This design comes from an exercise in tuning for small area on the open sky130 flow, not from production work.
In this exercise RTL edits were held to simulation tests only and were not proved equivalent to the original.
No driver is modelled on the clock port, so clocking that relies on it looks cheaper here than on a real chip.

===== design/flow/flow/run.sh =====
#!/bin/bash
# The standard layout (the standard.sh: the standard synthesis and ORFS
# from floorplan to finish), with these changes to how the layout is made:
#  - at the start of the floorplan step, flow/downsize.tcl swaps every
#    combinational cell for the smallest cell of the same function; the
#    timing repair of the floorplan and later steps sizes up what is needed;
#  - the port buffers that global placement adds to every input and output
#    are sky130_fd_sc_hd__buf_1 cells instead of the default buffer;
set -euo pipefail
here=$(pwd)
bash standard.sh \
  "PRE_FLOORPLAN_TCL=$here/flow/downsize.tcl" \
  "POST_CTS_TCL=$here/flow/clkfix.tcl" \
  "BUFFER_PORTS_ARGS=-buffer_cell sky130_fd_sc_hd__buf_1" \
  "CTS_ARGS=-sink_clustering_enable -repair_clock_nets -dont_use_dummy_load -buf_list sky130_fd_sc_hd__clkbuf_8" \
  finish > flow_make.log 2>&1

===== design/flow/flow/clkfix.tcl =====
estimate_parasitics -placement
set fix [dict create]
foreach p [get_pins -hierarchical */CLK] {
  set v [get_property $p slew_max_rise]
  set v2 [get_property $p slew_max_fall]
  if {$v2 > $v} { set v $v2 }
  if {$v > 0.115} {
    foreach d [get_pins -of_objects [get_nets -of_objects $p] -filter "direction==output"] {
      dict set fix [get_full_name [get_cells -of_objects $d]] 1
    }
  }
}
set n 0
foreach name [dict keys $fix] {
  set inst [get_cells $name]
  if {[string match "sky130_fd_sc_hd__clkbuf_*" [get_property $inst ref_name]] &&
      [get_property $inst ref_name] ne "sky130_fd_sc_hd__clkbuf_16"} {
    replace_cell $inst sky130_fd_sc_hd__clkbuf_16
    incr n
  }
}
if {$n > 0} {
  detailed_placement
  estimate_parasitics -placement
}
puts "clkfix.tcl: swapped $n clock buffers for clkbuf_16"

===== design/flow/flow/downsize.tcl =====
# Sized-down start for the resizer: every combinational cell of the
# synthesized netlist is swapped for the smallest cell of the same function
# (same name but for the drive-strength suffix). Registers, tie cells and
# buffers are left as they are. The floorplan's and later stages' timing
# repair then size up what the timing needs.
set db [ord::get_db]
set n 0
set saved 0.0
foreach inst [[ord::get_db_block] getInsts] {
  set mname [[$inst getMaster] getName]
  if {![regexp {^(sky130_fd_sc_hd__([a-z0-9]+))_([0-9]+)$} $mname -> base func drive]} { continue }
  if {[regexp {^(df|edf|sdf|sed|dl|conb|buf|clkbuf|clkdly|dlygate|tap|fill|decap|diode)} $func]} { continue }
  set cur [$inst getMaster]
  set best $cur
  set best_area [expr {[$cur getWidth] * [$cur getHeight]}]
  foreach d {0 1 2 4 6 8 12 16} {
    set cand [$db findMaster "${base}_$d"]
    if {$cand == "NULL" || $cand == ""} { continue }
    set a [expr {[$cand getWidth] * [$cand getHeight]}]
    if {$a < $best_area} { set best $cand; set best_area $a }
  }
  if {$best != $cur} {
    set saved [expr {$saved + [$cur getWidth] * [$cur getHeight] - $best_area}]
    $inst swapMaster $best
    incr n
  }
}
puts "downsize.tcl: swapped $n cells to their smallest size, [expr {$saved / 1e6}] um2 less"

===== design/flow/standard.sh =====
#!/bin/bash
# synth_recipe.tcl (not shown) runs the flow's synth.tcl, then flattens the netlist and writes it again
# the make line also repeats each setting of config.mk as NAME=value (left out here)
make -C /OpenROAD-flow-scripts/flow DESIGN_CONFIG=/design/flow/config.mk WORK_HOME=/design/flow/orfs CLKGATE_MAP_FILE= SYNTH_SCRIPT=/design/flow/synth_recipe.tcl "${@:-finish}"

===== design/flow/config.mk =====
export PLATFORM = sky130hd
export DESIGN_NAME = draw_line
export DESIGN_NICKNAME = draw_line
export VERILOG_FILES = /design/flow/design.v
export SDC_FILE = /design/flow/constraint.sdc
export NUM_CORES = 4
export LEC_CHECK = 0
export CAP_MARGIN = 20
export CORE_MARGIN = 2
export CORE_UTILIZATION = 40
export SLEW_MARGIN = 20
export SYNTH_HIERARCHICAL = 1
export SYNTH_MINIMUM_KEEP_SIZE = 0

===== design/flow/constraint.sdc =====
create_clock -name core_clock -period 14.0 [get_ports {clk}]
set_input_delay 2.8000 -clock core_clock [delete_from_list [all_inputs] [get_ports {clk}]]
set_output_delay 2.8000 -clock core_clock [all_outputs]
set_load 0.01 [all_outputs]

===== design/flow/design.v =====
`timescale 1ns / 1ps
module draw_line(clk, rst_n, wea, x, y, m, b, dir, range, index_rd, line_x, line_y, finish);
input             clk, rst_n;
input             wea;
input      [31:0] x, y, m, b, dir, range;
input      [31:0] index_rd;
output     [31:0] line_x, line_y;
output     reg finish;
reg        [31:0] cnt, cnt_upd;
reg        [31:0] x_reg, m_reg, acc;
reg               mv, dec;
reg        [4:0]  idx;
reg        [2:0]  ph;
genvar gi;
wire [32:0] ltc;
assign ltc[0] = 1'b0;
generate for (gi = 0; gi < 32; gi = gi + 1) begin : g_lt
    assign ltc[gi+1] = (range[gi] & ~cnt[gi]) | (range[gi] & ltc[gi]) | (~cnt[gi] & ltc[gi]);
end endgenerate
wire        lt = ltc[32];
wire [32:0] cch;
assign cch[0] = lt;
generate for (gi = 0; gi < 32; gi = gi + 1) begin : g_cnt
    assign cch[gi+1] = cch[gi] & cnt_upd[gi];
end endgenerate
always @(posedge clk or negedge rst_n) begin
    if (!rst_n) begin
        cnt     <= 32'd0;
        cnt_upd <= 32'd0;
        finish  <= 1'b0;
    end else begin
        cnt     <= cnt_upd ^ cch[31:0];
        cnt_upd <= cnt;
        finish  <= !lt;
    end
end
wire        start  = wea && !rst_n;
always @(posedge clk) begin
    if (start)
        ph <= 3'd0;
    else if (!ph[2])
        ph <= ph + 3'd1;
end
wire        rd   = ph[2];
wire [1:0]  st   = ph[1:0];
wire        dneg = rd && dec;
wire [4:0]  kz   = mv ? idx : 5'd0;
always @(posedge clk) begin
    if (start || !rd)
        m_reg <= start ? m : {m_reg[23:0], m_reg[31:24]};
end
wire [2:0]  keep;
assign keep[0] = rd || st == 2'd0;
assign keep[1] = rd || st <= 2'd1;
assign keep[2] = rd || st <= 2'd2;
wire [31:0] mop = m_reg & {8'hFF, {8{keep[2]}}, {8{keep[1]}}, {8{keep[0]}}};
wire [31:0] aop = acc;
reg  [7:0]  wop;
reg         wm1;
always @(*) begin
    if (rd) begin
        wop = {3'd0, kz};      wm1 = 1'b0;
    end else case (st)
        2'd0: begin wop = x_reg[7:0];   wm1 = 1'b0;      end
        2'd1: begin wop = x_reg[15:8];  wm1 = x_reg[7];  end
        2'd2: begin wop = x_reg[23:16]; wm1 = x_reg[15]; end
        default: begin wop = x_reg[31:24]; wm1 = x_reg[23]; end
    endcase
end
wire [31:0] mac;
wire [3:0] one, two, neg;
wire [31:0] mopn = ~mop;
wire [8:0] wx = {wop, wm1};
assign one[0] = wx[1] ^ wx[0];
assign two[0] = (wx[2] & ~wx[1] & ~wx[0]) | (~wx[2] & wx[1] & wx[0]);
assign neg[0] = wx[2] ^ dneg;
wire [31:0] bp0;
dl_bpp b0_0 (.mn1(mopn[0]), .mn0(1'b1), .onen(~one[0]), .twon(~two[0]), .neg(neg[0]), .p(bp0[0]));
dl_bpp b0_1 (.mn1(mopn[1]), .mn0(mopn[0]), .onen(~one[0]), .twon(~two[0]), .neg(neg[0]), .p(bp0[1]));
dl_bpp b0_2 (.mn1(mopn[2]), .mn0(mopn[1]), .onen(~one[0]), .twon(~two[0]), .neg(neg[0]), .p(bp0[2]));
dl_bpp b0_3 (.mn1(mopn[3]), .mn0(mopn[2]), .onen(~one[0]), .twon(~two[0]), .neg(neg[0]), .p(bp0[3]));
dl_bpp b0_4 (.mn1(mopn[4]), .mn0(mopn[3]), .onen(~one[0]), .twon(~two[0]), .neg(neg[0]), .p(bp0[4]));
dl_bpp b0_5 (.mn1(mopn[5]), .mn0(mopn[4]), .onen(~one[0]), .twon(~two[0]), .neg(neg[0]), .p(bp0[5]));
dl_bpp b0_6 (.mn1(mopn[6]), .mn0(mopn[5]), .onen(~one[0]), .twon(~two[0]), .neg(neg[0]), .p(bp0[6]));
dl_bpp b0_7 (.mn1(mopn[7]), .mn0(mopn[6]), .onen(~one[0]), .twon(~two[0]), .neg(neg[0]), .p(bp0[7]));
dl_bpp b0_8 (.mn1(mopn[8]), .mn0(mopn[7]), .onen(~one[0]), .twon(~two[0]), .neg(neg[0]), .p(bp0[8]));
dl_bpp b0_9 (.mn1(mopn[9]), .mn0(mopn[8]), .onen(~one[0]), .twon(~two[0]), .neg(neg[0]), .p(bp0[9]));
dl_bpp b0_10 (.mn1(mopn[10]), .mn0(mopn[9]), .onen(~one[0]), .twon(~two[0]), .neg(neg[0]), .p(bp0[10]));
dl_bpp b0_11 (.mn1(mopn[11]), .mn0(mopn[10]), .onen(~one[0]), .twon(~two[0]), .neg(neg[0]), .p(bp0[11]));
dl_bpp b0_12 (.mn1(mopn[12]), .mn0(mopn[11]), .onen(~one[0]), .twon(~two[0]), .neg(neg[0]), .p(bp0[12]));
dl_bpp b0_13 (.mn1(mopn[13]), .mn0(mopn[12]), .onen(~one[0]), .twon(~two[0]), .neg(neg[0]), .p(bp0[13]));
dl_bpp b0_14 (.mn1(mopn[14]), .mn0(mopn[13]), .onen(~one[0]), .twon(~two[0]), .neg(neg[0]), .p(bp0[14]));
dl_bpp b0_15 (.mn1(mopn[15]), .mn0(mopn[14]), .onen(~one[0]), .twon(~two[0]), .neg(neg[0]), .p(bp0[15]));
dl_bpp b0_16 (.mn1(mopn[16]), .mn0(mopn[15]), .onen(~one[0]), .twon(~two[0]), .neg(neg[0]), .p(bp0[16]));
dl_bpp b0_17 (.mn1(mopn[17]), .mn0(mopn[16]), .onen(~one[0]), .twon(~two[0]), .neg(neg[0]), .p(bp0[17]));
dl_bpp b0_18 (.mn1(mopn[18]), .mn0(mopn[17]), .onen(~one[0]), .twon(~two[0]), .neg(neg[0]), .p(bp0[18]));
dl_bpp b0_19 (.mn1(mopn[19]), .mn0(mopn[18]), .onen(~one[0]), .twon(~two[0]), .neg(neg[0]), .p(bp0[19]));
dl_bpp b0_20 (.mn1(mopn[20]), .mn0(mopn[19]), .onen(~one[0]), .twon(~two[0]), .neg(neg[0]), .p(bp0[20]));
dl_bpp b0_21 (.mn1(mopn[21]), .mn0(mopn[20]), .onen(~one[0]), .twon(~two[0]), .neg(neg[0]), .p(bp0[21]));
dl_bpp b0_22 (.mn1(mopn[22]), .mn0(mopn[21]), .onen(~one[0]), .twon(~two[0]), .neg(neg[0]), .p(bp0[22]));
dl_bpp b0_23 (.mn1(mopn[23]), .mn0(mopn[22]), .onen(~one[0]), .twon(~two[0]), .neg(neg[0]), .p(bp0[23]));
dl_bpp b0_24 (.mn1(mopn[24]), .mn0(mopn[23]), .onen(~one[0]), .twon(~two[0]), .neg(neg[0]), .p(bp0[24]));
dl_bpp b0_25 (.mn1(mopn[25]), .mn0(mopn[24]), .onen(~one[0]), .twon(~two[0]), .neg(neg[0]), .p(bp0[25]));
dl_bpp b0_26 (.mn1(mopn[26]), .mn0(mopn[25]), .onen(~one[0]), .twon(~two[0]), .neg(neg[0]), .p(bp0[26]));
dl_bpp b0_27 (.mn1(mopn[27]), .mn0(mopn[26]), .onen(~one[0]), .twon(~two[0]), .neg(neg[0]), .p(bp0[27]));
dl_bpp b0_28 (.mn1(mopn[28]), .mn0(mopn[27]), .onen(~one[0]), .twon(~two[0]), .neg(neg[0]), .p(bp0[28]));
dl_bpp b0_29 (.mn1(mopn[29]), .mn0(mopn[28]), .onen(~one[0]), .twon(~two[0]), .neg(neg[0]), .p(bp0[29]));
dl_bpp b0_30 (.mn1(mopn[30]), .mn0(mopn[29]), .onen(~one[0]), .twon(~two[0]), .neg(neg[0]), .p(bp0[30]));
dl_bpp b0_31 (.mn1(mopn[31]), .mn0(mopn[30]), .onen(~one[0]), .twon(~two[0]), .neg(neg[0]), .p(bp0[31]));
assign one[1] = wx[3] ^ wx[2];
assign two[1] = (wx[4] & ~wx[3] & ~wx[2]) | (~wx[4] & wx[3] & wx[2]);
assign neg[1] = wx[4] ^ dneg;
wire [29:0] bp1;
dl_bpp b1_0 (.mn1(mopn[0]), .mn0(1'b1), .onen(~one[1]), .twon(~two[1]), .neg(neg[1]), .p(bp1[0]));
dl_bpp b1_1 (.mn1(mopn[1]), .mn0(mopn[0]), .onen(~one[1]), .twon(~two[1]), .neg(neg[1]), .p(bp1[1]));
dl_bpp b1_2 (.mn1(mopn[2]), .mn0(mopn[1]), .onen(~one[1]), .twon(~two[1]), .neg(neg[1]), .p(bp1[2]));
dl_bpp b1_3 (.mn1(mopn[3]), .mn0(mopn[2]), .onen(~one[1]), .twon(~two[1]), .neg(neg[1]), .p(bp1[3]));
dl_bpp b1_4 (.mn1(mopn[4]), .mn0(mopn[3]), .onen(~one[1]), .twon(~two[1]), .neg(neg[1]), .p(bp1[4]));
dl_bpp b1_5 (.mn1(mopn[5]), .mn0(mopn[4]), .onen(~one[1]), .twon(~two[1]), .neg(neg[1]), .p(bp1[5]));
dl_bpp b1_6 (.mn1(mopn[6]), .mn0(mopn[5]), .onen(~one[1]), .twon(~two[1]), .neg(neg[1]), .p(bp1[6]));
dl_bpp b1_7 (.mn1(mopn[7]), .mn0(mopn[6]), .onen(~one[1]), .twon(~two[1]), .neg(neg[1]), .p(bp1[7]));
dl_bpp b1_8 (.mn1(mopn[8]), .mn0(mopn[7]), .onen(~one[1]), .twon(~two[1]), .neg(neg[1]), .p(bp1[8]));
dl_bpp b1_9 (.mn1(mopn[9]), .mn0(mopn[8]), .onen(~one[1]), .twon(~two[1]), .neg(neg[1]), .p(bp1[9]));
dl_bpp b1_10 (.mn1(mopn[10]), .mn0(mopn[9]), .onen(~one[1]), .twon(~two[1]), .neg(neg[1]), .p(bp1[10]));
dl_bpp b1_11 (.mn1(mopn[11]), .mn0(mopn[10]), .onen(~one[1]), .twon(~two[1]), .neg(neg[1]), .p(bp1[11]));
dl_bpp b1_12 (.mn1(mopn[12]), .mn0(mopn[11]), .onen(~one[1]), .twon(~two[1]), .neg(neg[1]), .p(bp1[12]));
dl_bpp b1_13 (.mn1(mopn[13]), .mn0(mopn[12]), .onen(~one[1]), .twon(~two[1]), .neg(neg[1]), .p(bp1[13]));
dl_bpp b1_14 (.mn1(mopn[14]), .mn0(mopn[13]), .onen(~one[1]), .twon(~two[1]), .neg(neg[1]), .p(bp1[14]));
dl_bpp b1_15 (.mn1(mopn[15]), .mn0(mopn[14]), .onen(~one[1]), .twon(~two[1]), .neg(neg[1]), .p(bp1[15]));
dl_bpp b1_16 (.mn1(mopn[16]), .mn0(mopn[15]), .onen(~one[1]), .twon(~two[1]), .neg(neg[1]), .p(bp1[16]));
dl_bpp b1_17 (.mn1(mopn[17]), .mn0(mopn[16]), .onen(~one[1]), .twon(~two[1]), .neg(neg[1]), .p(bp1[17]));
dl_bpp b1_18 (.mn1(mopn[18]), .mn0(mopn[17]), .onen(~one[1]), .twon(~two[1]), .neg(neg[1]), .p(bp1[18]));
dl_bpp b1_19 (.mn1(mopn[19]), .mn0(mopn[18]), .onen(~one[1]), .twon(~two[1]), .neg(neg[1]), .p(bp1[19]));
dl_bpp b1_20 (.mn1(mopn[20]), .mn0(mopn[19]), .onen(~one[1]), .twon(~two[1]), .neg(neg[1]), .p(bp1[20]));
dl_bpp b1_21 (.mn1(mopn[21]), .mn0(mopn[20]), .onen(~one[1]), .twon(~two[1]), .neg(neg[1]), .p(bp1[21]));
dl_bpp b1_22 (.mn1(mopn[22]), .mn0(mopn[21]), .onen(~one[1]), .twon(~two[1]), .neg(neg[1]), .p(bp1[22]));
dl_bpp b1_23 (.mn1(mopn[23]), .mn0(mopn[22]), .onen(~one[1]), .twon(~two[1]), .neg(neg[1]), .p(bp1[23]));
dl_bpp b1_24 (.mn1(mopn[24]), .mn0(mopn[23]), .onen(~one[1]), .twon(~two[1]), .neg(neg[1]), .p(bp1[24]));
dl_bpp b1_25 (.mn1(mopn[25]), .mn0(mopn[24]), .onen(~one[1]), .twon(~two[1]), .neg(neg[1]), .p(bp1[25]));
dl_bpp b1_26 (.mn1(mopn[26]), .mn0(mopn[25]), .onen(~one[1]), .twon(~two[1]), .neg(neg[1]), .p(bp1[26]));
dl_bpp b1_27 (.mn1(mopn[27]), .mn0(mopn[26]), .onen(~one[1]), .twon(~two[1]), .neg(neg[1]), .p(bp1[27]));
dl_bpp b1_28 (.mn1(mopn[28]), .mn0(mopn[27]), .onen(~one[1]), .twon(~two[1]), .neg(neg[1]), .p(bp1[28]));
dl_bpp b1_29 (.mn1(mopn[29]), .mn0(mopn[28]), .onen(~one[1]), .twon(~two[1]), .neg(neg[1]), .p(bp1[29]));
assign one[2] = wx[5] ^ wx[4];
assign two[2] = (wx[6] & ~wx[5] & ~wx[4]) | (~wx[6] & wx[5] & wx[4]);
assign neg[2] = wx[6] ^ dneg;
wire [27:0] bp2;
dl_bpp b2_0 (.mn1(mopn[0]), .mn0(1'b1), .onen(~one[2]), .twon(~two[2]), .neg(neg[2]), .p(bp2[0]));
dl_bpp b2_1 (.mn1(mopn[1]), .mn0(mopn[0]), .onen(~one[2]), .twon(~two[2]), .neg(neg[2]), .p(bp2[1]));
dl_bpp b2_2 (.mn1(mopn[2]), .mn0(mopn[1]), .onen(~one[2]), .twon(~two[2]), .neg(neg[2]), .p(bp2[2]));
dl_bpp b2_3 (.mn1(mopn[3]), .mn0(mopn[2]), .onen(~one[2]), .twon(~two[2]), .neg(neg[2]), .p(bp2[3]));
dl_bpp b2_4 (.mn1(mopn[4]), .mn0(mopn[3]), .onen(~one[2]), .twon(~two[2]), .neg(neg[2]), .p(bp2[4]));
dl_bpp b2_5 (.mn1(mopn[5]), .mn0(mopn[4]), .onen(~one[2]), .twon(~two[2]), .neg(neg[2]), .p(bp2[5]));
dl_bpp b2_6 (.mn1(mopn[6]), .mn0(mopn[5]), .onen(~one[2]), .twon(~two[2]), .neg(neg[2]), .p(bp2[6]));
dl_bpp b2_7 (.mn1(mopn[7]), .mn0(mopn[6]), .onen(~one[2]), .twon(~two[2]), .neg(neg[2]), .p(bp2[7]));
dl_bpp b2_8 (.mn1(mopn[8]), .mn0(mopn[7]), .onen(~one[2]), .twon(~two[2]), .neg(neg[2]), .p(bp2[8]));
dl_bpp b2_9 (.mn1(mopn[9]), .mn0(mopn[8]), .onen(~one[2]), .twon(~two[2]), .neg(neg[2]), .p(bp2[9]));
dl_bpp b2_10 (.mn1(mopn[10]), .mn0(mopn[9]), .onen(~one[2]), .twon(~two[2]), .neg(neg[2]), .p(bp2[10]));
dl_bpp b2_11 (.mn1(mopn[11]), .mn0(mopn[10]), .onen(~one[2]), .twon(~two[2]), .neg(neg[2]), .p(bp2[11]));
dl_bpp b2_12 (.mn1(mopn[12]), .mn0(mopn[11]), .onen(~one[2]), .twon(~two[2]), .neg(neg[2]), .p(bp2[12]));
dl_bpp b2_13 (.mn1(mopn[13]), .mn0(mopn[12]), .onen(~one[2]), .twon(~two[2]), .neg(neg[2]), .p(bp2[13]));
dl_bpp b2_14 (.mn1(mopn[14]), .mn0(mopn[13]), .onen(~one[2]), .twon(~two[2]), .neg(neg[2]), .p(bp2[14]));
dl_bpp b2_15 (.mn1(mopn[15]), .mn0(mopn[14]), .onen(~one[2]), .twon(~two[2]), .neg(neg[2]), .p(bp2[15]));
dl_bpp b2_16 (.mn1(mopn[16]), .mn0(mopn[15]), .onen(~one[2]), .twon(~two[2]), .neg(neg[2]), .p(bp2[16]));
dl_bpp b2_17 (.mn1(mopn[17]), .mn0(mopn[16]), .onen(~one[2]), .twon(~two[2]), .neg(neg[2]), .p(bp2[17]));
dl_bpp b2_18 (.mn1(mopn[18]), .mn0(mopn[17]), .onen(~one[2]), .twon(~two[2]), .neg(neg[2]), .p(bp2[18]));
dl_bpp b2_19 (.mn1(mopn[19]), .mn0(mopn[18]), .onen(~one[2]), .twon(~two[2]), .neg(neg[2]), .p(bp2[19]));
dl_bpp b2_20 (.mn1(mopn[20]), .mn0(mopn[19]), .onen(~one[2]), .twon(~two[2]), .neg(neg[2]), .p(bp2[20]));
dl_bpp b2_21 (.mn1(mopn[21]), .mn0(mopn[20]), .onen(~one[2]), .twon(~two[2]), .neg(neg[2]), .p(bp2[21]));
dl_bpp b2_22 (.mn1(mopn[22]), .mn0(mopn[21]), .onen(~one[2]), .twon(~two[2]), .neg(neg[2]), .p(bp2[22]));
dl_bpp b2_23 (.mn1(mopn[23]), .mn0(mopn[22]), .onen(~one[2]), .twon(~two[2]), .neg(neg[2]), .p(bp2[23]));
dl_bpp b2_24 (.mn1(mopn[24]), .mn0(mopn[23]), .onen(~one[2]), .twon(~two[2]), .neg(neg[2]), .p(bp2[24]));
dl_bpp b2_25 (.mn1(mopn[25]), .mn0(mopn[24]), .onen(~one[2]), .twon(~two[2]), .neg(neg[2]), .p(bp2[25]));
dl_bpp b2_26 (.mn1(mopn[26]), .mn0(mopn[25]), .onen(~one[2]), .twon(~two[2]), .neg(neg[2]), .p(bp2[26]));
dl_bpp b2_27 (.mn1(mopn[27]), .mn0(mopn[26]), .onen(~one[2]), .twon(~two[2]), .neg(neg[2]), .p(bp2[27]));
assign one[3] = wx[7] ^ wx[6];
assign two[3] = (wx[8] & ~wx[7] & ~wx[6]) | (~wx[8] & wx[7] & wx[6]);
assign neg[3] = wx[8] ^ dneg;
wire [25:0] bp3;
dl_bpp b3_0 (.mn1(mopn[0]), .mn0(1'b1), .onen(~one[3]), .twon(~two[3]), .neg(neg[3]), .p(bp3[0]));
dl_bpp b3_1 (.mn1(mopn[1]), .mn0(mopn[0]), .onen(~one[3]), .twon(~two[3]), .neg(neg[3]), .p(bp3[1]));
dl_bpp b3_2 (.mn1(mopn[2]), .mn0(mopn[1]), .onen(~one[3]), .twon(~two[3]), .neg(neg[3]), .p(bp3[2]));
dl_bpp b3_3 (.mn1(mopn[3]), .mn0(mopn[2]), .onen(~one[3]), .twon(~two[3]), .neg(neg[3]), .p(bp3[3]));
dl_bpp b3_4 (.mn1(mopn[4]), .mn0(mopn[3]), .onen(~one[3]), .twon(~two[3]), .neg(neg[3]), .p(bp3[4]));
dl_bpp b3_5 (.mn1(mopn[5]), .mn0(mopn[4]), .onen(~one[3]), .twon(~two[3]), .neg(neg[3]), .p(bp3[5]));
dl_bpp b3_6 (.mn1(mopn[6]), .mn0(mopn[5]), .onen(~one[3]), .twon(~two[3]), .neg(neg[3]), .p(bp3[6]));
dl_bpp b3_7 (.mn1(mopn[7]), .mn0(mopn[6]), .onen(~one[3]), .twon(~two[3]), .neg(neg[3]), .p(bp3[7]));
dl_bpp b3_8 (.mn1(mopn[8]), .mn0(mopn[7]), .onen(~one[3]), .twon(~two[3]), .neg(neg[3]), .p(bp3[8]));
dl_bpp b3_9 (.mn1(mopn[9]), .mn0(mopn[8]), .onen(~one[3]), .twon(~two[3]), .neg(neg[3]), .p(bp3[9]));
dl_bpp b3_10 (.mn1(mopn[10]), .mn0(mopn[9]), .onen(~one[3]), .twon(~two[3]), .neg(neg[3]), .p(bp3[10]));
dl_bpp b3_11 (.mn1(mopn[11]), .mn0(mopn[10]), .onen(~one[3]), .twon(~two[3]), .neg(neg[3]), .p(bp3[11]));
dl_bpp b3_12 (.mn1(mopn[12]), .mn0(mopn[11]), .onen(~one[3]), .twon(~two[3]), .neg(neg[3]), .p(bp3[12]));
dl_bpp b3_13 (.mn1(mopn[13]), .mn0(mopn[12]), .onen(~one[3]), .twon(~two[3]), .neg(neg[3]), .p(bp3[13]));
dl_bpp b3_14 (.mn1(mopn[14]), .mn0(mopn[13]), .onen(~one[3]), .twon(~two[3]), .neg(neg[3]), .p(bp3[14]));
dl_bpp b3_15 (.mn1(mopn[15]), .mn0(mopn[14]), .onen(~one[3]), .twon(~two[3]), .neg(neg[3]), .p(bp3[15]));
dl_bpp b3_16 (.mn1(mopn[16]), .mn0(mopn[15]), .onen(~one[3]), .twon(~two[3]), .neg(neg[3]), .p(bp3[16]));
dl_bpp b3_17 (.mn1(mopn[17]), .mn0(mopn[16]), .onen(~one[3]), .twon(~two[3]), .neg(neg[3]), .p(bp3[17]));
dl_bpp b3_18 (.mn1(mopn[18]), .mn0(mopn[17]), .onen(~one[3]), .twon(~two[3]), .neg(neg[3]), .p(bp3[18]));
dl_bpp b3_19 (.mn1(mopn[19]), .mn0(mopn[18]), .onen(~one[3]), .twon(~two[3]), .neg(neg[3]), .p(bp3[19]));
dl_bpp b3_20 (.mn1(mopn[20]), .mn0(mopn[19]), .onen(~one[3]), .twon(~two[3]), .neg(neg[3]), .p(bp3[20]));
dl_bpp b3_21 (.mn1(mopn[21]), .mn0(mopn[20]), .onen(~one[3]), .twon(~two[3]), .neg(neg[3]), .p(bp3[21]));
dl_bpp b3_22 (.mn1(mopn[22]), .mn0(mopn[21]), .onen(~one[3]), .twon(~two[3]), .neg(neg[3]), .p(bp3[22]));
dl_bpp b3_23 (.mn1(mopn[23]), .mn0(mopn[22]), .onen(~one[3]), .twon(~two[3]), .neg(neg[3]), .p(bp3[23]));
dl_bpp b3_24 (.mn1(mopn[24]), .mn0(mopn[23]), .onen(~one[3]), .twon(~two[3]), .neg(neg[3]), .p(bp3[24]));
dl_bpp b3_25 (.mn1(mopn[25]), .mn0(mopn[24]), .onen(~one[3]), .twon(~two[3]), .neg(neg[3]), .p(bp3[25]));
wire t1;
wire t2;
dl_fa u2 (.a(aop[2]), .b(bp0[2]), .c(bp1[0]), .s(t1), .co(t2));
wire t3;
wire t4;
dl_fa u4 (.a(aop[3]), .b(bp0[3]), .c(bp1[1]), .s(t3), .co(t4));
wire t5;
wire t6;
dl_fa u6 (.a(aop[4]), .b(bp0[4]), .c(bp1[2]), .s(t5), .co(t6));
wire t7;
wire t8;
dl_fa u8 (.a(bp2[0]), .b(neg[2]), .c(t4), .s(t7), .co(t8));
wire t9;
wire t10;
dl_fa u10 (.a(aop[5]), .b(bp0[5]), .c(bp1[3]), .s(t9), .co(t10));
wire t11;
wire t12;
dl_fa u12 (.a(bp2[1]), .b(t6), .c(t9), .s(t11), .co(t12));
wire t13;
wire t14;
dl_fa u14 (.a(aop[6]), .b(bp0[6]), .c(bp1[4]), .s(t13), .co(t14));
wire t15;
wire t16;
dl_fa u16 (.a(bp2[2]), .b(bp3[0]), .c(neg[3]), .s(t15), .co(t16));
wire t17;
wire t18;
dl_fa u18 (.a(t10), .b(t13), .c(t15), .s(t17), .co(t18));
wire t19;
wire t20;
dl_fa u20 (.a(aop[7]), .b(bp0[7]), .c(bp1[5]), .s(t19), .co(t20));
wire t21;
wire t22;
dl_fa u22 (.a(bp2[3]), .b(bp3[1]), .c(t14), .s(t21), .co(t22));
wire t23;
wire t24;
dl_fa u24 (.a(t16), .b(t19), .c(t18), .s(t23), .co(t24));
wire t25;
wire t26;
dl_fa u26 (.a(aop[8]), .b(bp0[8]), .c(bp1[6]), .s(t25), .co(t26));
wire t27;
wire t28;
dl_fa u28 (.a(bp2[4]), .b(bp3[2]), .c(t20), .s(t27), .co(t28));
wire t29;
wire t30;
dl_fa u30 (.a(t25), .b(t22), .c(t27), .s(t29), .co(t30));
wire t31;
wire t32;
dl_fa u32 (.a(aop[9]), .b(bp0[9]), .c(bp1[7]), .s(t31), .co(t32));
wire t33;
wire t34;
dl_fa u34 (.a(bp2[5]), .b(bp3[3]), .c(t26), .s(t33), .co(t34));
wire t35;
wire t36;
dl_fa u36 (.a(t31), .b(t28), .c(t33), .s(t35), .co(t36));
wire t37;
wire t38;
dl_fa u38 (.a(aop[10]), .b(bp0[10]), .c(bp1[8]), .s(t37), .co(t38));
wire t39;
wire t40;
dl_fa u40 (.a(bp2[6]), .b(bp3[4]), .c(t32), .s(t39), .co(t40));
wire t41;
wire t42;
dl_fa u42 (.a(t37), .b(t34), .c(t39), .s(t41), .co(t42));
wire t43;
wire t44;
dl_fa u44 (.a(aop[11]), .b(bp0[11]), .c(bp1[9]), .s(t43), .co(t44));
wire t45;
wire t46;
dl_fa u46 (.a(bp2[7]), .b(bp3[5]), .c(t38), .s(t45), .co(t46));
wire t47;
wire t48;
dl_fa u48 (.a(t43), .b(t40), .c(t45), .s(t47), .co(t48));
wire t49;
wire t50;
dl_fa u50 (.a(aop[12]), .b(bp0[12]), .c(bp1[10]), .s(t49), .co(t50));
wire t51;
wire t52;
dl_fa u52 (.a(bp2[8]), .b(bp3[6]), .c(t44), .s(t51), .co(t52));
wire t53;
wire t54;
dl_fa u54 (.a(t49), .b(t46), .c(t51), .s(t53), .co(t54));
wire t55;
wire t56;
dl_fa u56 (.a(aop[13]), .b(bp0[13]), .c(bp1[11]), .s(t55), .co(t56));
wire t57;
wire t58;
dl_fa u58 (.a(bp2[9]), .b(bp3[7]), .c(t50), .s(t57), .co(t58));
wire t59;
wire t60;
dl_fa u60 (.a(t55), .b(t52), .c(t57), .s(t59), .co(t60));
wire t61;
wire t62;
dl_fa u62 (.a(aop[14]), .b(bp0[14]), .c(bp1[12]), .s(t61), .co(t62));
wire t63;
wire t64;
dl_fa u64 (.a(bp2[10]), .b(bp3[8]), .c(t56), .s(t63), .co(t64));
wire t65;
wire t66;
dl_fa u66 (.a(t61), .b(t58), .c(t63), .s(t65), .co(t66));
wire t67;
wire t68;
dl_fa u68 (.a(aop[15]), .b(bp0[15]), .c(bp1[13]), .s(t67), .co(t68));
wire t69;
wire t70;
dl_fa u70 (.a(bp2[11]), .b(bp3[9]), .c(t62), .s(t69), .co(t70));
wire t71;
wire t72;
dl_fa u72 (.a(t67), .b(t64), .c(t69), .s(t71), .co(t72));
wire t73;
wire t74;
dl_fa u74 (.a(aop[16]), .b(bp0[16]), .c(bp1[14]), .s(t73), .co(t74));
wire t75;
wire t76;
dl_fa u76 (.a(bp2[12]), .b(bp3[10]), .c(t68), .s(t75), .co(t76));
wire t77;
wire t78;
dl_fa u78 (.a(t73), .b(t70), .c(t75), .s(t77), .co(t78));
wire t79;
wire t80;
dl_fa u80 (.a(aop[17]), .b(bp0[17]), .c(bp1[15]), .s(t79), .co(t80));
wire t81;
wire t82;
dl_fa u82 (.a(bp2[13]), .b(bp3[11]), .c(t74), .s(t81), .co(t82));
wire t83;
wire t84;
dl_fa u84 (.a(t79), .b(t76), .c(t81), .s(t83), .co(t84));
wire t85;
wire t86;
dl_fa u86 (.a(aop[18]), .b(bp0[18]), .c(bp1[16]), .s(t85), .co(t86));
wire t87;
wire t88;
dl_fa u88 (.a(bp2[14]), .b(bp3[12]), .c(t80), .s(t87), .co(t88));
wire t89;
wire t90;
dl_fa u90 (.a(t85), .b(t82), .c(t87), .s(t89), .co(t90));
wire t91;
wire t92;
dl_fa u92 (.a(aop[19]), .b(bp0[19]), .c(bp1[17]), .s(t91), .co(t92));
wire t93;
wire t94;
dl_fa u94 (.a(bp2[15]), .b(bp3[13]), .c(t86), .s(t93), .co(t94));
wire t95;
wire t96;
dl_fa u96 (.a(t91), .b(t88), .c(t93), .s(t95), .co(t96));
wire t97;
wire t98;
dl_fa u98 (.a(aop[20]), .b(bp0[20]), .c(bp1[18]), .s(t97), .co(t98));
wire t99;
wire t100;
dl_fa u100 (.a(bp2[16]), .b(bp3[14]), .c(t92), .s(t99), .co(t100));
wire t101;
wire t102;
dl_fa u102 (.a(t97), .b(t94), .c(t99), .s(t101), .co(t102));
wire t103;
wire t104;
dl_fa u104 (.a(aop[21]), .b(bp0[21]), .c(bp1[19]), .s(t103), .co(t104));
wire t105;
wire t106;
dl_fa u106 (.a(bp2[17]), .b(bp3[15]), .c(t103), .s(t105), .co(t106));
wire t107;
wire t108;
dl_fa u108 (.a(t98), .b(t100), .c(t105), .s(t107), .co(t108));
wire t109;
wire t110;
dl_fa u110 (.a(aop[22]), .b(bp0[22]), .c(bp1[20]), .s(t109), .co(t110));
wire t111;
wire t112;
dl_fa u112 (.a(bp2[18]), .b(bp3[16]), .c(t104), .s(t111), .co(t112));
wire t113;
wire t114;
dl_fa u114 (.a(t109), .b(t106), .c(t111), .s(t113), .co(t114));
wire t115;
wire t116;
dl_fa u116 (.a(aop[23]), .b(bp0[23]), .c(bp1[21]), .s(t115), .co(t116));
wire t117;
wire t118;
dl_fa u118 (.a(bp2[19]), .b(bp3[17]), .c(t110), .s(t117), .co(t118));
wire t119;
wire t120;
dl_fa u120 (.a(t115), .b(t112), .c(t117), .s(t119), .co(t120));
wire t121;
wire t122;
dl_fa u122 (.a(aop[24]), .b(bp0[24]), .c(bp1[22]), .s(t121), .co(t122));
wire t123;
wire t124;
dl_fa u124 (.a(bp2[20]), .b(bp3[18]), .c(t116), .s(t123), .co(t124));
wire t125;
wire t126;
dl_fa u126 (.a(t121), .b(t118), .c(t123), .s(t125), .co(t126));
wire t127;
wire t128;
dl_fa u128 (.a(aop[25]), .b(bp0[25]), .c(bp1[23]), .s(t127), .co(t128));
wire t129;
wire t130;
dl_fa u130 (.a(bp2[21]), .b(bp3[19]), .c(t122), .s(t129), .co(t130));
wire t131;
wire t132;
dl_fa u132 (.a(t127), .b(t124), .c(t129), .s(t131), .co(t132));
wire t133;
wire t134;
dl_fa u134 (.a(aop[26]), .b(bp0[26]), .c(bp1[24]), .s(t133), .co(t134));
wire t135;
wire t136;
dl_fa u136 (.a(bp2[22]), .b(bp3[20]), .c(t128), .s(t135), .co(t136));
wire t137;
wire t138;
dl_fa u138 (.a(t133), .b(t130), .c(t135), .s(t137), .co(t138));
wire t139;
wire t140;
dl_fa u140 (.a(aop[27]), .b(bp0[27]), .c(bp1[25]), .s(t139), .co(t140));
wire t141;
wire t142;
dl_fa u142 (.a(bp2[23]), .b(bp3[21]), .c(t134), .s(t141), .co(t142));
wire t143;
wire t144;
dl_fa u144 (.a(t139), .b(t136), .c(t141), .s(t143), .co(t144));
wire t145;
wire t146;
dl_fa u146 (.a(aop[28]), .b(bp0[28]), .c(bp1[26]), .s(t145), .co(t146));
wire t147;
wire t148;
dl_fa u148 (.a(bp2[24]), .b(bp3[22]), .c(t140), .s(t147), .co(t148));
wire t149;
wire t150;
dl_fa u150 (.a(t145), .b(t142), .c(t147), .s(t149), .co(t150));
wire t151;
wire t152;
dl_fa u152 (.a(aop[29]), .b(bp0[29]), .c(bp1[27]), .s(t151), .co(t152));
wire t153;
wire t154;
dl_fa u154 (.a(bp2[25]), .b(bp3[23]), .c(t146), .s(t153), .co(t154));
wire t155;
wire t156;
dl_fa u156 (.a(t151), .b(t148), .c(t153), .s(t155), .co(t156));
wire t157;
wire t158;
dl_fa u158 (.a(aop[30]), .b(bp0[30]), .c(bp1[28]), .s(t157), .co(t158));
wire t159;
wire t160;
dl_fa u160 (.a(bp2[26]), .b(bp3[24]), .c(t152), .s(t159), .co(t160));
wire t161;
wire t162;
dl_fa u162 (.a(t157), .b(t154), .c(t159), .s(t161), .co(t162));
wire t163;
dl_fa u163 (.a(aop[31]), .b(bp0[31]), .c(bp1[29]), .s(t163), .co());
wire t164;
dl_fa u164 (.a(bp2[27]), .b(bp3[25]), .c(t158), .s(t164), .co());
wire t165;
dl_fa u165 (.a(t163), .b(t160), .c(t164), .s(t165), .co());
wire t166;
wire t167;
dl_fa u167 (.a(aop[0]), .b(bp0[0]), .c(neg[0]), .s(t166), .co(t167));
wire t168;
wire t169;
dl_fa u169 (.a(aop[1]), .b(bp0[1]), .c(t167), .s(t168), .co(t169));
wire t170;
wire t171;
dl_fa u171 (.a(neg[1]), .b(t1), .c(t169), .s(t170), .co(t171));
wire t172;
wire t173;
dl_fa u173 (.a(t2), .b(t3), .c(t171), .s(t172), .co(t173));
wire t174;
wire t175;
dl_fa u175 (.a(t5), .b(t7), .c(t173), .s(t174), .co(t175));
wire t176;
wire t177;
dl_fa u177 (.a(t11), .b(t8), .c(t175), .s(t176), .co(t177));
wire t178;
wire t179;
dl_fa u179 (.a(t12), .b(t17), .c(t177), .s(t178), .co(t179));
wire t180;
wire t181;
dl_fa u181 (.a(t21), .b(t23), .c(t179), .s(t180), .co(t181));
wire t182;
wire t183;
dl_fa u183 (.a(t24), .b(t29), .c(t181), .s(t182), .co(t183));
wire t184;
wire t185;
dl_fa u185 (.a(t30), .b(t35), .c(t183), .s(t184), .co(t185));
wire t186;
wire t187;
dl_fa u187 (.a(t36), .b(t41), .c(t185), .s(t186), .co(t187));
wire t188;
wire t189;
dl_fa u189 (.a(t42), .b(t47), .c(t187), .s(t188), .co(t189));
wire t190;
wire t191;
dl_fa u191 (.a(t48), .b(t53), .c(t189), .s(t190), .co(t191));
wire t192;
wire t193;
dl_fa u193 (.a(t54), .b(t59), .c(t191), .s(t192), .co(t193));
wire t194;
wire t195;
dl_fa u195 (.a(t60), .b(t65), .c(t193), .s(t194), .co(t195));
wire t196;
wire t197;
dl_fa u197 (.a(t66), .b(t71), .c(t195), .s(t196), .co(t197));
wire t198;
wire t199;
dl_ha u199 (.a(t72), .b(t77), .s(t198), .co(t199));
wire t200;
wire t201;
dl_fa u201 (.a(t78), .b(t83), .c(t199), .s(t200), .co(t201));
wire t202;
wire t203;
dl_fa u203 (.a(t84), .b(t89), .c(t201), .s(t202), .co(t203));
wire t204;
wire t205;
dl_fa u205 (.a(t90), .b(t95), .c(t203), .s(t204), .co(t205));
wire t206;
wire t207;
dl_fa u207 (.a(t101), .b(t96), .c(t205), .s(t206), .co(t207));
wire t208;
wire t209;
dl_fa u209 (.a(t102), .b(t107), .c(t207), .s(t208), .co(t209));
wire t210;
wire t211;
dl_fa u211 (.a(t108), .b(t113), .c(t209), .s(t210), .co(t211));
wire t212;
wire t213;
dl_fa u213 (.a(t114), .b(t119), .c(t211), .s(t212), .co(t213));
wire t214;
wire t215;
dl_fa u215 (.a(t120), .b(t125), .c(t213), .s(t214), .co(t215));
wire t216;
wire t217;
dl_fa u217 (.a(t126), .b(t131), .c(t215), .s(t216), .co(t217));
wire t218;
wire t219;
dl_fa u219 (.a(t132), .b(t137), .c(t217), .s(t218), .co(t219));
wire t220;
wire t221;
dl_fa u221 (.a(t138), .b(t143), .c(t219), .s(t220), .co(t221));
wire t222;
wire t223;
dl_fa u223 (.a(t144), .b(t149), .c(t221), .s(t222), .co(t223));
wire t224;
wire t225;
dl_fa u225 (.a(t150), .b(t155), .c(t223), .s(t224), .co(t225));
wire t226;
wire t227;
dl_fa u227 (.a(t156), .b(t161), .c(t225), .s(t226), .co(t227));
wire t228;
dl_fa u228 (.a(t162), .b(t165), .c(t227), .s(t228), .co());
wire t229;
assign t229 = t198 ^ t197;
wire t230;
assign t230 = t200 ^ (t197 & t198);
wire t231;
assign t231 = t198 & t200;
wire t232;
assign t232 = t202 ^ (t197 & t231);
wire t233;
assign t233 = t231 & t202;
wire t234;
assign t234 = t204 ^ (t197 & t233);
wire t235;
assign t235 = t233 & t204;
wire t236;
assign t236 = t206 ^ (t197 & t235);
wire t237;
assign t237 = t235 & t206;
wire t238;
assign t238 = t208 ^ (t197 & t237);
wire t239;
assign t239 = t237 & t208;
wire t240;
assign t240 = t210 ^ (t197 & t239);
wire t241;
assign t241 = t239 & t210;
wire t242;
assign t242 = t212 ^ (t197 & t241);
wire t243;
assign t243 = t241 & t212;
wire t244;
assign t244 = t214 ^ (t197 & t243);
wire t245;
assign t245 = t243 & t214;
wire t246;
assign t246 = t216 ^ (t197 & t245);
wire t247;
assign t247 = t245 & t216;
wire t248;
assign t248 = t218 ^ (t197 & t247);
wire t249;
assign t249 = t247 & t218;
wire t250;
assign t250 = t220 ^ (t197 & t249);
wire t251;
assign t251 = t249 & t220;
wire t252;
assign t252 = t222 ^ (t197 & t251);
wire t253;
assign t253 = t251 & t222;
wire t254;
assign t254 = t224 ^ (t197 & t253);
wire t255;
assign t255 = t253 & t224;
wire t256;
assign t256 = t226 ^ (t197 & t255);
wire t257;
assign t257 = t255 & t226;
wire t258;
assign t258 = t228 ^ (t197 & t257);
assign mac = {t258, t256, t254, t252, t250, t248, t246, t244, t242, t240, t238, t236, t234, t232, t230, t229, t196, t194, t192, t190, t188, t186, t184, t182, t180, t178, t176, t174, t172, t170, t168, t166};
always @(posedge clk) begin
    if (start) begin
        x_reg <= x;
        dec   <= (dir == 32'd0);
        mv    <= (dir == 32'd0) || (dir == 32'd1);
    end
    if (start || !rd)
        acc <= start ? b : mac;
    idx <= index_rd[4:0];
end
wire [5:0]  lxc;
assign lxc[0] = dec;
generate for (gi = 0; gi < 5; gi = gi + 1) begin : g_lxl
    dl_fa u (.a(x_reg[gi]), .b(kz[gi] ^ dec), .c(lxc[gi]), .s(line_x[gi]), .co(lxc[gi+1]));
end endgenerate
wire        lxu = lxc[5] ^ dec;
wire [27:0] lxh;
assign lxh[0] = lxu;
generate for (gi = 0; gi < 27; gi = gi + 1) begin : g_lxh
    dl_ud u (.x(x_reg[5+gi]), .dec(dec), .c(lxh[gi]), .y(line_x[5+gi]), .co(lxh[gi+1]));
end endgenerate
assign line_y = mac;
endmodule
module dl_fa(a, b, c, s, co);
input  a, b, c;
output s, co;
assign s  = a ^ b ^ c;
assign co = (a & b) | (a & c) | (b & c);
endmodule
module dl_ha(a, b, s, co);
input  a, b;
output s, co;
assign s  = a ^ b;
assign co = a & b;
endmodule
module dl_ud(x, dec, c, y, co);
input  x, dec, c;
output y, co;
assign y  = x ^ c;
assign co = c & (x ^ dec);
endmodule
module dl_bpp(mn1, mn0, onen, twon, neg, p);
input  mn1, mn0, onen, twon, neg;
output p;
assign p = ~((mn1 | onen) & (mn0 | twon)) ^ neg;
endmodule

==> out/summary.txt <==
OUTCOME
--------------------------------------------------------------------------------
Result of the run                                       timing/DRC/antenna clean

TIMING
--------------------------------------------------------------------------------
Actual transition at the worst max-transition pin                       0.980 ns
Setup TNS after final layout                                                0 ns
Finish-stage setup viols                                                       0
Period minus WS final                                                   13.48 ns
Fin. Hold Viols                                                                0
Setup repair after global routing missed its margin                           no
Peak clock frequency supported by timing                                74.2 MHz
Period utilisation layout                                                  96.3%
Hold slack                                                              0.380 ns
Clk_skew                                                               0.0363 ns
Relative slew slack                                                        34.4%
Final slew viol count                                                          0

DIE
--------------------------------------------------------------------------------
Die width                                                                 181 µm
Total die area                                                         32800 µm²
Number of cell rows                                                           64
Initial cell density of the core                                           40.8%
Total core area                                                        30700 µm²
IO Pins                                                                      292
Die Height                                                                181 µm

CELLS AND AREA
--------------------------------------------------------------------------------
Final-layout fill cell count                                                3020
Total number of nets in the final design                                    1750
Share of cells above drive strength 1                                      5.94%
Sequential Area                                                         4730 µm²
Layout Area Growth over Synthesis                                          13.1%
Footprint of the multi-input gates                                      7420 µm²

PLACEMENT
--------------------------------------------------------------------------------
Number of buffers added on ports                                             232
Routability congestion estimate from global placement                      0.849
HPWL after detailed placement                                            24.3 mm

HOLD PATH
--------------------------------------------------------------------------------
Class of the most critical hold timing path                         flip-flop to flip-flop
Worst hold path stage count                                                    0

GLOBAL ROUTING
--------------------------------------------------------------------------------
Wire length of the first global-routing pass                             50.5 mm
Global-route usage over all layers                                         19.8%
Via count of the first global-routing pass                                  9474
Number of antenna violations at the first check in global routing              8
Largest net degree at the start of global routing                             67
Overflow left after global routing                                             0

ROUTING
--------------------------------------------------------------------------------
Number of vias after detailed routing                                       9176
Antenna violation net count after detailed routing                             0
Routed wirelength normalized by instance count                           18.0 µm
Total iterations of the first detailed-routing run                             6
DRC violations left                                                            0
Vias per std cell                                                           5.21
Number of DRC violations after detailed-routing iteration 0                  637
Final wirelength                                                         31.6 mm

CTS
--------------------------------------------------------------------------------
Clock transition at the registers of the reported paths                  0.10 ns
CTS tree                                                                    done
CTS Sinks                                                                    171
Clock insertion delay at the later pin of the skew report                0.49 ns

SETUP PATH
--------------------------------------------------------------------------------
Cell type with the highest occurrence count on the critical path    sky130_fd_sc_hd__fa_1
Kind of launch point of the worst setup path                           flip-flop
Required time reported for the critical path endpoint                   11.20 ns
CP Class                                                            flip-flop to output port
Max stage delay on crit path                                             0.51 ns
Data arrival time of the critical path                                  10.68 ns
Cell with the largest stage delay on the worst path                 sky130_fd_sc_hd__fa_1
Critical path fanouts, max                                                     8
Type of element capturing the critical path                          output port
Depth of the worst register-to-register path                                  32

YOSYS
--------------------------------------------------------------------------------
Yosys warning count                                                            7
Synth Cell Area                                                        12500 µm²
Mean post-synth cell area                                               11.1 µm²
Number of standard cells after synthesis                                    1134

JOB
--------------------------------------------------------------------------------
Total of max-cap violations                                                    0

## cell type report
| type | instances | share of cell area [%] |
|---|---|---|
| diodes | 3 | 0.0529 |
| clock buffers | 17 | 1.65 |
| inverters | 41 | 1.09 |
| multi-input cells | 868 | 52.4 |
| flip-flops and latches | 171 | 33.4 |
| well taps | 396 | 3.49 |
| repair buffers | 266 | 7.98 |
## layout by cell type, fill, tap and decap left out, types with 2 or more instances in the layout
| master | instances |
|---|---|
| sky130_fd_sc_hd__buf_1 | 230 |
| sky130_fd_sc_hd__nand2_1 | 175 |
| sky130_fd_sc_hd__xor2_1 | 175 |
| sky130_fd_sc_hd__o22ai_1 | 123 |
| sky130_fd_sc_hd__fa_1 | 117 |
| sky130_fd_sc_hd__edfxtp_1 | 98 |
| sky130_fd_sc_hd__dfrtp_1 | 65 |
| sky130_fd_sc_hd__nor2_1 | 49 |
| sky130_fd_sc_hd__inv_1 | 40 |
| sky130_fd_sc_hd__ha_1 | 38 |
| sky130_fd_sc_hd__buf_4 | 33 |
| sky130_fd_sc_hd__and2_1 | 27 |
| sky130_fd_sc_hd__clkbuf_8 | 17 |
| sky130_fd_sc_hd__xnor2_1 | 16 |
| sky130_fd_sc_hd__o21ai_0 | 16 |
| sky130_fd_sc_hd__nor2b_1 | 13 |
| sky130_fd_sc_hd__maj3_1 | 11 |
| sky130_fd_sc_hd__nand2b_1 | 10 |
| sky130_fd_sc_hd__nor4_1 | 9 |
| sky130_fd_sc_hd__nand3_1 | 8 |
| sky130_fd_sc_hd__dfxtp_1 | 6 |
| sky130_fd_sc_hd__nor3_1 | 5 |
| sky130_fd_sc_hd__mux2_2 | 5 |
| sky130_fd_sc_hd__a21oi_1 | 5 |
| sky130_fd_sc_hd__a22oi_1 | 5 |
| sky130_fd_sc_hd__xnor2_2 | 5 |
| sky130_fd_sc_hd__a222oi_1 | 5 |
| sky130_fd_sc_hd__nand4_1 | 4 |
| sky130_fd_sc_hd__conb_1 | 4 |
| sky130_fd_sc_hd__diode_2 | 3 |
| sky130_fd_sc_hd__and3_1 | 3 |
| sky130_fd_sc_hd__a2111oi_0 | 3 |
| sky130_fd_sc_hd__a221oi_1 | 3 |
| sky130_fd_sc_hd__a31oi_1 | 3 |
| sky130_fd_sc_hd__fa_2 | 3 |
| sky130_fd_sc_hd__o2111ai_1 | 2 |
| sky130_fd_sc_hd__o21ai_2 | 2 |
| sky130_fd_sc_hd__a21oi_2 | 2 |
| sky130_fd_sc_hd__dfxtp_2 | 2 |
## routing by layer
| layer | global-route usage, % | vias up | routed length (µm) |
|---|---|---|---|
| met3 | 5.52 | 42 | 2480 |
| met2 | 32.1 | 358 | 14800 |
| met4 | 4.62 | 10 | 459 |
| met5 | 0 | - | 55 |
| li1 | - | 4339 | - |
| met1 | 26.4 | 4427 | 13900 |
## worst max-delay path: cells and delay by family (launching register included)
family,cells,cell delay [ns]
DFF,1,0.39
buffers and inverters,4,0.60
and+or+nand+nor,1,0.15
AOI/OAI and AO/OA,5,1.10
xor gates and xnor gates,2,0.37
adders and majority gates,20,7.61
## stage by stage
step           utilization (%)  area (µm²)  setup WS, ns  std cells
2_1_floorplan                -       12600         0.146       1137
5_1_grt                   46.1       14200        0.0193       1759
3_3_place_gp              45.1       13900         0.621       1739
6_report                  46.1       14200         0.517       1762
3_5_place_dp              45.1       13900         0.478       1739
## final timing paths
path / endpoint / slack [ns] / start
max: line_y[31] / 0.52 / ph[0]$_SDFFE_PP0N_
max in group asynchronous: cnt[7]$_DFF_PN0_ / 11.01 / rst_n
min reg2reg: cnt_upd[23]$_DFF_PN0_ / 0.38 / cnt[23]$_DFF_PN0_
min in group asynchronous: cnt_upd[18]$_DFF_PN0_ / 2.47 / rst_n
min: cnt_upd[23]$_DFF_PN0_ / 0.38 / cnt[23]$_DFF_PN0_
max reg2reg: acc[31]$_DFFE_PP_ / 3.50 / ph[0]$_SDFFE_PP0N_

-- separate check: timing with driven ports --
How much do the figures lean on ideal ports? The routed layout below was timed once more, with nothing changed but the port constraints. Step 1, drivers: a clkbuf_16 drives clk and a buf_2 each remaining input, both assumed. Step 2 moves the port delays by t, midway between the first and last clock arrival at a register: inputs arrive t later, outputs are due t later. That takes back most of the time a late clock gives input paths. Slacks: ideal ports / drivers / drivers and shift; pairs: ideal ports / drivers.
t (ns): 0.521
slack for setup (ns): 0.517 / 0.471 / 0.992
latest minus earliest clock arrival (ns): 0.038 / 0.038
cell pins on the clock port's net: 1
After both steps setup and hold are still met in this run. For this run, drivers alone change the setup slack by -0.046 ns; drivers and shift together by +0.475 ns.
